Background: an optimization exercise with open tools, aiming at small area. Do not read the settings as production practice. Function not checked in this run: the RTL went through the layout flow alone. Power and IR drop assume default switching activity.

==> design/flow/design.v <==
module Debouncer #(parameter DEBOUNCE_CYCLES = 250)
(input logic clk, input logic rst, input logic button, output logic pulse);
localparam logic [7:0] START = DEBOUNCE_CYCLES + 1;
logic [7:0] cnt;
always_ff @(posedge clk)
    if (rst)
        cnt <= 8'd0;
    else if (cnt != 8'd0)
        cnt <= cnt - 8'd1;
    else if (button)
        cnt <= START;
assign pulse = (cnt == START);
endmodule
module TopDesign
    (
    input logic clk,
    input logic rst,
    input logic [15:0] swIns,
    input logic [4:0] debouncer,
    output logic [15:0] insLed,
    output logic [6:0] seg,
    output logic dp,
    output logic [3:0] an
    );
    function automatic logic [15:0] rom(input logic [4:0] a);
        case (a)
            5'd0:  rom = 16'h2000;
            5'd1:  rom = 16'h2011;
            5'd2:  rom = 16'h3200;
            5'd3:  rom = 16'h3300;
            5'd4:  rom = 16'h3401;
            5'd5:  rom = 16'ha921;
            5'd6:  rom = 16'h4330;
            5'd7:  rom = 16'h4224;
            5'd8:  rom = 16'ha500;
            5'd9:  rom = 16'h0033;
            5'd10: rom = 16'h0022;
            5'd11: rom = 16'h0033;
            5'd12: rom = 16'h4501;
            5'd13: rom = 16'h4612;
            5'd14: rom = 16'h4723;
            5'd15: rom = 16'h4834;
            5'd16: rom = 16'h4801;
            5'd17: rom = 16'h4923;
            5'd18: rom = 16'h4a45;
            5'd19: rom = 16'h4b67;
            5'd20: rom = 16'h4c89;
            5'd21: rom = 16'h4dab;
            5'd22: rom = 16'ha000;
            5'd23: rom = 16'ha000;
            5'd24: rom = 16'ha000;
            5'd25: rom = 16'ha000;
            5'd26: rom = 16'ha68d;
            5'd27: rom = 16'ha29b;
            5'd28: rom = 16'h6000;
            5'd29: rom = 16'h8000;
            5'd30: rom = 16'ha000;
            default: rom = 16'he000;
        endcase
    endfunction
    logic up, centre, left, right, down;
    Debouncer upButton    (clk, rst, debouncer[1], up);
    Debouncer centerButton(clk, rst, debouncer[0], centre);
    Debouncer rightButton (clk, rst, debouncer[3], right);
    Debouncer leftButton  (clk, rst, debouncer[2], left);
    Debouncer downButton  (clk, rst, debouncer[4], down);
    logic [4:0] pc;
    logic [3:0] memoryAddress;
    logic [15:0] ir;        
    logic irValid;          
    logic [7:0] regs [15:0];
    logic [7:0] mem [15:0];
    logic [2:0] op;
    logic clr, run, isStore, isLoad, isAdd, isBranch, stop;
    assign op = ir[15:13];
    assign clr = rst | up;
    assign run = irValid & ~clr;
    assign isStore  = run & (op == 3'b000);
    assign isLoad   = run & (op == 3'b001);
    assign isAdd    = run & (op == 3'b010);
    assign isBranch = run & (op == 3'b101);
    assign stop     = run & (op == 3'b111);
    logic [7:0] regA, regB, memP, memD;
    assign regA = regs[ir[3:0]];
    assign regB = regs[ir[7:4]];
    assign memP = mem[ir[3:0]];
    assign memD = mem[memoryAddress];
    logic [3:0] wAddr;
    logic [7:0] wData, dIn;
    assign wAddr = (ir[12] | op[1]) ? ir[11:8] : ir[7:4];
    always_comb
        if (op[1])
            wData = regA + regB;
        else if (ir[12])
            wData = ir[7:0];
        else if (op[0])
            wData = memP;
        else
            wData = regA;
    assign dIn = wData & {8{~clr}};
    always_ff @(posedge clk)
        for (int w = 0; w < 16; w++) begin
            if (clr | ((isLoad | isAdd) & (wAddr == w)))
                regs[w] <= dIn;
            if (clr | (isStore & (wAddr == w)))
                mem[w] <= dIn;
        end
    logic pcHit, anyButton, load;
    assign anyButton = left | right | down | centre;
    assign load = (down | centre) & ~left & ~right;
    logic [4:0] pcNext;
    assign pcNext = pc + 5'd1;
    always_ff @(posedge clk) begin
        if (rst) begin
            pc <= 5'd0;
            memoryAddress <= 4'd0;
            irValid <= 1'b0;
        end else if (up) begin
            pc <= 5'd0;
        end else if (!stop) begin
            irValid <= load;
            if (left)
                memoryAddress <= memoryAddress - 4'd1;
            else if (right)
                memoryAddress <= memoryAddress + 4'd1;
            else if (down)
                pc <= pcNext;
            else if (!centre && isBranch && (regA[0] == regB[0]))
                pc <= ir[12:8];
        end
        if (!clr && !stop && load)
            ir <= down ? rom(pc) : swIns;
    end
    assign insLed = rom(pcNext);
    logic [9:0] count;
    always_ff @(posedge clk)
        if (rst)
            count <= 10'd0;
        else
            count <= count + 10'd1;
    logic [3:0] nib;
    always_comb begin
        case (count[9:8])
            2'b00: begin nib = memD[3:0]; an = 4'b1110; end
            2'b01: begin nib = memD[7:4]; an = 4'b1101; end
            2'b10: begin nib = 4'd0;      an = 4'b1011; end
            default: begin nib = memoryAddress; an = 4'b0111; end
        endcase
        if (count[9:8] == 2'b10)
            seg = 7'b0111111;
        else
            case (nib)
                4'd0 : seg = 7'b1000000;
                4'd1 : seg = 7'b1111001;
                4'd2 : seg = 7'b0100100;
                4'd3 : seg = 7'b0110000;
                4'd4 : seg = 7'b0011001;
                4'd5 : seg = 7'b0010010;
                4'd6 : seg = 7'b0000010;
                4'd7 : seg = 7'b1111000;
                4'd8 : seg = 7'b0000000;
                4'd9 : seg = 7'b0010000;
                4'd10: seg = 7'b0001000;
                4'd11: seg = 7'b0000011;
                4'd12: seg = 7'b1000110;
                4'd13: seg = 7'b0100001;
                4'd14: seg = 7'b0000110;
                default: seg = 7'b0001110;
            endcase
    end
    assign dp = 1'b1;
endmodule
==> design/flow/run.sh <==
#!/bin/bash
# synth_recipe.tcl (not shown) runs the flow's synth.tcl, then flattens the netlist and writes it again
# the make line also repeats each setting of config.mk as NAME=value (left out here)
make -C /OpenROAD-flow-scripts/flow DESIGN_CONFIG=/design/flow/config.mk WORK_HOME=/design/flow/orfs CLKGATE_MAP_FILE= SYNTH_SCRIPT=/design/flow/synth_recipe.tcl finish
==> design/flow/config.mk <==
export PLATFORM = sky130hd
export DESIGN_NAME = TopDesign
export DESIGN_NICKNAME = TopDesign
export VERILOG_FILES = /design/flow/design.v
export SDC_FILE = /design/flow/constraint.sdc
export NUM_CORES = 4
export LEC_CHECK = 0
export CAP_MARGIN = 20
export CORE_MARGIN = 2
export CORE_UTILIZATION = 40
export SLEW_MARGIN = 20
==> design/flow/constraint.sdc <==
create_clock -name core_clock -period 10.0 [get_ports {clk}]
set_input_delay 2.0000 -clock core_clock [delete_from_list [all_inputs] [get_ports {clk}]]
set_output_delay 2.0000 -clock core_clock [all_outputs]
set_load 0.01 [all_outputs]
==> run notes <==
-- cells in the mapped netlist, types with 7 or more instances --
cell / instances / share of area (%)
nor3_1: 28 / 0.78
mux2_2: 12 / 0.75
nand3_1: 44 / 1.2
dfxtp_1: 75 / 8.3
a221oi_1: 23 / 1.1
nor2_1: 126 / 2.6
inv_1: 43 / 0.89
xor2_1: 17 / 0.83
ha_1: 49 / 3.4
buf_2: 29 / 0.80
clkbuf_1: 68 / 1.4
a21oi_1: 117 / 3.2
edfxtp_1: 272 / 45
or3_1: 8 / 0.28
o22ai_1: 15 / 0.52
o221ai_1: 10 / 0.49
nand4_1: 22 / 0.76
a22o_1: 22 / 1.1
xnor2_1: 14 / 0.68
buf_1: 7 / 0.15
nor4_1: 10 / 0.35
nand2b_1: 21 / 0.73
a311oi_1: 10 / 0.49
a211oi_1: 23 / 0.96
o21ai_0: 78 / 2.2
o21ai_1: 15 / 0.42
a222oi_1: 18 / 1.0
and2_1: 7 / 0.24
o211ai_1: 9 / 0.37
a22oi_1: 112 / 4.7
a32o_1: 7 / 0.39
nand2_1: 139 / 2.9
nor2b_1: 19 / 0.66
mux2i_1: 33 / 1.8
a31oi_1: 17 / 0.59
nand3b_1: 9 / 0.37
-- power groups by stage --
stage / Clock (µW) / Sequential (µW) / Combinational, µW
2_1_floorplan: 0 / 1790 / 353
3_3_place_gp: 0 / 1820 / 456
3_5_place_dp: 0 / 1820 / 470
4_1_cts: 1470 / 1800 / 472
5_1_grt: 1530 / 1820 / 539
6_report: 1450 / 1800 / 473
-- cell families (layout without fill, tap and decap cells) --
family          Yosys count  in the layout  share of synthesized area, %
xor+xnor                 31             31                          1.50
buf+inv                 160            235                          3.81
mux                      53             53                          3.43
other cells               1              1                        0.0208
simple gates            487            487                          13.7
flops                   347            347                          53.6
compound gates          532            532                          20.4
fa+ha+maj                50             50                          3.51
-- layout by cell type (no fill, tap or decap), types with 7 or more instances in the layout --
| cell type | n |
|---|---|
| and2_1 | 7 |
| o211ai_1 | 9 |
| nor3_1 | 27 |
| o22ai_1 | 12 |
| a21oi_1 | 114 |
| buf_4 | 71 |
| nor4_1 | 9 |
| nor2b_1 | 19 |
| edfxtp_1 | 272 |
| a22o_1 | 22 |
| or3_1 | 8 |
| o21ai_1 | 16 |
| clkinv_2 | 9 |
| clkdlybuf4s50_1 | 48 |
| nor2_1 | 124 |
| xor2_1 | 17 |
| a222oi_1 | 18 |
| o21ai_0 | 76 |
| a221oi_1 | 23 |
| mux2i_1 | 33 |
| nand2b_1 | 21 |
| nand4_1 | 22 |
| nand3b_1 | 9 |
| inv_1 | 43 |
| o221ai_1 | 10 |
| nand3_1 | 44 |
| clkbuf_16 | 40 |
| dfxtp_1 | 75 |
| mux2_2 | 12 |
| ha_1 | 49 |
| a311oi_1 | 10 |
| a32o_1 | 7 |
| a31oi_1 | 16 |
| a211oi_1 | 22 |
| a22oi_1 | 112 |
| xnor2_1 | 14 |
| nand2_1 | 139 |
-- path summary, 6_finish.rpt --
| path | depth (start not counted) | startpoint | end | slack [ps] |
|---|---|---|---|---|
| worst max register to register | 16 | ir[5]$_DFFE_PP_ | flop | 4900 |
| worst min register to register | 1 | count[0]$_SDFF_PP0_ | count[0]$_SDFF_PP0_ | 440 |
| worst min-delay path | 1 | count[0]$_SDFF_PP0_ | count[0]$_SDFF_PP0_ | 440 |
| worst max-delay path | 14 | memoryAddress[0]$_SDFFE_PP0P_ | seg[3] | 2950 |
-- through the flow --
stage	setup slack, ps	hold WS, ps	instances	instance area, µm²	total power [µW]
after floorplan	5040	413	1661	18000	2150
after global placement	3730	424	2259	19400	2280
after detailed placement	3620	434	2260	19400	2290
after CTS	2980	446	2328	20700	3740
after global routing	2540	474	2328	20700	3880
final	2950	443	2328	20700	3720
-- worst reg2reg max path, stage by stage (launching register included) --
cell,delay [ps]
edfxtp_1,320
buf_4,520
nor2b_1,690
a22oi_1,150
o22ai_1,220
a21oi_1,130
a21oi_1,210
ha_1,330
a211o_1,340
o31ai_1,280
a21oi_2,110
a311oi_2,680
inv_1,200
ha_1,390
mux2_2,270
nand2_1,70
o211ai_1,70
-- layout make-up --
class | count | area [µm²] | area share [%]
Multi-Input combinational cell | 1154 | 7810 | 37.8
Inverter | 48 | 185 | 0.895
Timing Repair Buffer | 119 | 1010 | 4.90
Sequential cell | 347 | 9670 | 46.7
Clock inverter | 20 | 206 | 0.998
Tap cell | 592 | 741 | 3.58
Clock buffer | 48 | 1060 | 5.13
-- registers in the layout, summed over array words and instances (netlist names), named ones only --
register	count
pc	5
irValid	1
leftButton.cnt	8
regs	128
memoryAddress	4
count	10
mem	128
centerButton.cnt	8
rightButton.cnt	8
ir	16
upButton.cnt	8
downButton.cnt	8
-- routing by layer --
metal / global-route usage, % / wire, µm / vias up
li1: - / - / 6536
met2: 37.0 / 25000 / 1010
met5: 0.938 / 57 / -
met1: 33.3 / 23700 / 7075
met3: 7.41 / 7660 / 207
met4: 10.9 / 2690 / 2
==> out/qor.csv <==
stage,metric,value,unit
clocking,clock slew at reported path FFs,60,ps
finish,fin util,46.6,%
clocking,Sink Count,347,
critical_path,critical path cell sequence,inv_1 > ha_1 > a22o_1 > o21ai_0 > o21ai_0 > a221o_1 > a211oi_1 > o41ai_1 > inv_1 > ha_1 > mux2i_1 > nor2_1 > a31oi_1 > clkdlybuf4s50_1,
pwr,Pwr Density,180,nW/µm²
finish,area grow syn2layout,14.6,%
route,Pre-antenna DRT Iters,8,
sta,Final Hold Viols,0,
route,Vias,14800,
logic_synthesis,part of the Yosys area used for sequential elements,53.6,%
placed_design,DP HPWL,37100,µm
die,initial core utilization,40.6,%
die,I/O pins,51,
grt,largest net degree at the start of global routing,60,
logic_synthesis,Ys Warns,4,
critical_path,Worst path slowest cell,ha_1,
logic_synthesis,Post-Syn Instances,1661,
logic_synthesis,syn avg cell area,10.9,µm²
pwr,Peak VDD IR,0.169,mV
clocking,Hold Buf Count CTS,0,
sta,FMAX,0.142,GHz
pwr,Comb pwr share,12.7,%
critical_path,critical path class,reg -> out,
pwr,switching share of power,26.2,%
clocking,post-CTS setup buffer count,0,
pwr,Int Pwr,2750,µW
pwr,Seq pwr share,48.4,%
logic_synthesis,Yosys reg bits,347,
placed_design,Final GP Congestion,0.916,
route,Routed WL,59200,µm
die,row count,77,
die,Die Y,216,µm
logic_synthesis,count of cell types in the netlist,97,
route,DRT iter0 DRCs,2238,
clocking,clock latency on the worst-skew pair,570,ps
clocking,CTS buffer count,39,
sta,setup TNS,0,ps
critical_path,Worst Path Required,8000,ps
die,chip width,216,µm
clocking,Longest Clk Path Bufs,3,
sta,Slew headroom,26.1,%
hold_path,Worst Hold Class,reg -> reg,
route,drc violations,0,
route,antenna-violating nets left,0,
pwr,P_leak,0.00746,µW
critical_path,worst path arrival time,5050,ps
die,Core Area,44400,µm²
sta,fin crit period,7050,ps
finish,layout cells sized above 1,11.6,%
sta,"Setup violations, final",0,
logic_synthesis,Post-synth EDFFs,272,
job,max_cap viols,0,
critical_path,endpoint class of the critical path,primary output,
logic_synthesis,Mapped Nets,1734,
clocking,Resize count post-CTS,0,
finish,Inserted Diodes,0,
clocking,CTS tree,built,
route,Avg Vias per Cell,6.37,
critical_path,CP Max Fanout,25,
grt,global-route wire length before repair,87900,µm
grt,Overflow after GRT,0,
finish,# fillers,4030,
critical_path,startpoint types,flop,
logic_synthesis,Post-Syn Area,18000,µm²
critical_path,Worst path top cell family by delay,compound AO/OA/AOI/OAI gates,
finish,NumNets Final,1782,
sta,RSZ-0062 raised after global routing,false,
sta,period utilization,70.5,%
sta,clk_skew,28.7,ps
status,status,"complete, no violations",
route,WL per Instance,25.4,µm
logic_synthesis,ys async rst share,0,%
placed_design,PortBufs,49,
critical_path,WP buf/inv,3,
logic_synthesis,dominant synthesized flop cell,edfxtp_1,
critical_path,CP peak stage delay,910,ps
grt,vias in the first global route,14200,
die,die area,46800,µm²
grt,Total Routing Usage GR,24.8,%
sta,actual slew at the worst max-slew pin,1110,ps
grt,initial antenna violation count,0,
clocking,Max H-tree Level,2,
clocking,Clock Tree Root,clkbuf_16,
pwr,Clk pwr share,38.9,%
pwr,Sw Pwr,975,µW
sta,Pins Over Slew Limit,0,

-- separate check: timing with driven ports --
No port has a modelled driver above. Below, the same layout with a new extraction and two added sets of constraints. Step 1 sets driving cells, clkbuf_16 on the clock port and buf_2 on the other inputs (assumed; they add their load-dependent delay and slew). Step 2, shift: input delay + t, output delay - t, t = (earliest + latest rising clock arrival at the registers) / 2. This alone moves slack from input paths to output paths. Three values: no drivers, after step 1, after step 2; two values: the first two.
t, ns: 0.609
slack for setup (ns): 2.950 / 2.896 / 3.504
worst setup path after step 2: register to output
After both steps this run still meets setup and hold. For this run, drivers alone change the setup slack by -0.054 ns; drivers and shift together by +0.554 ns.
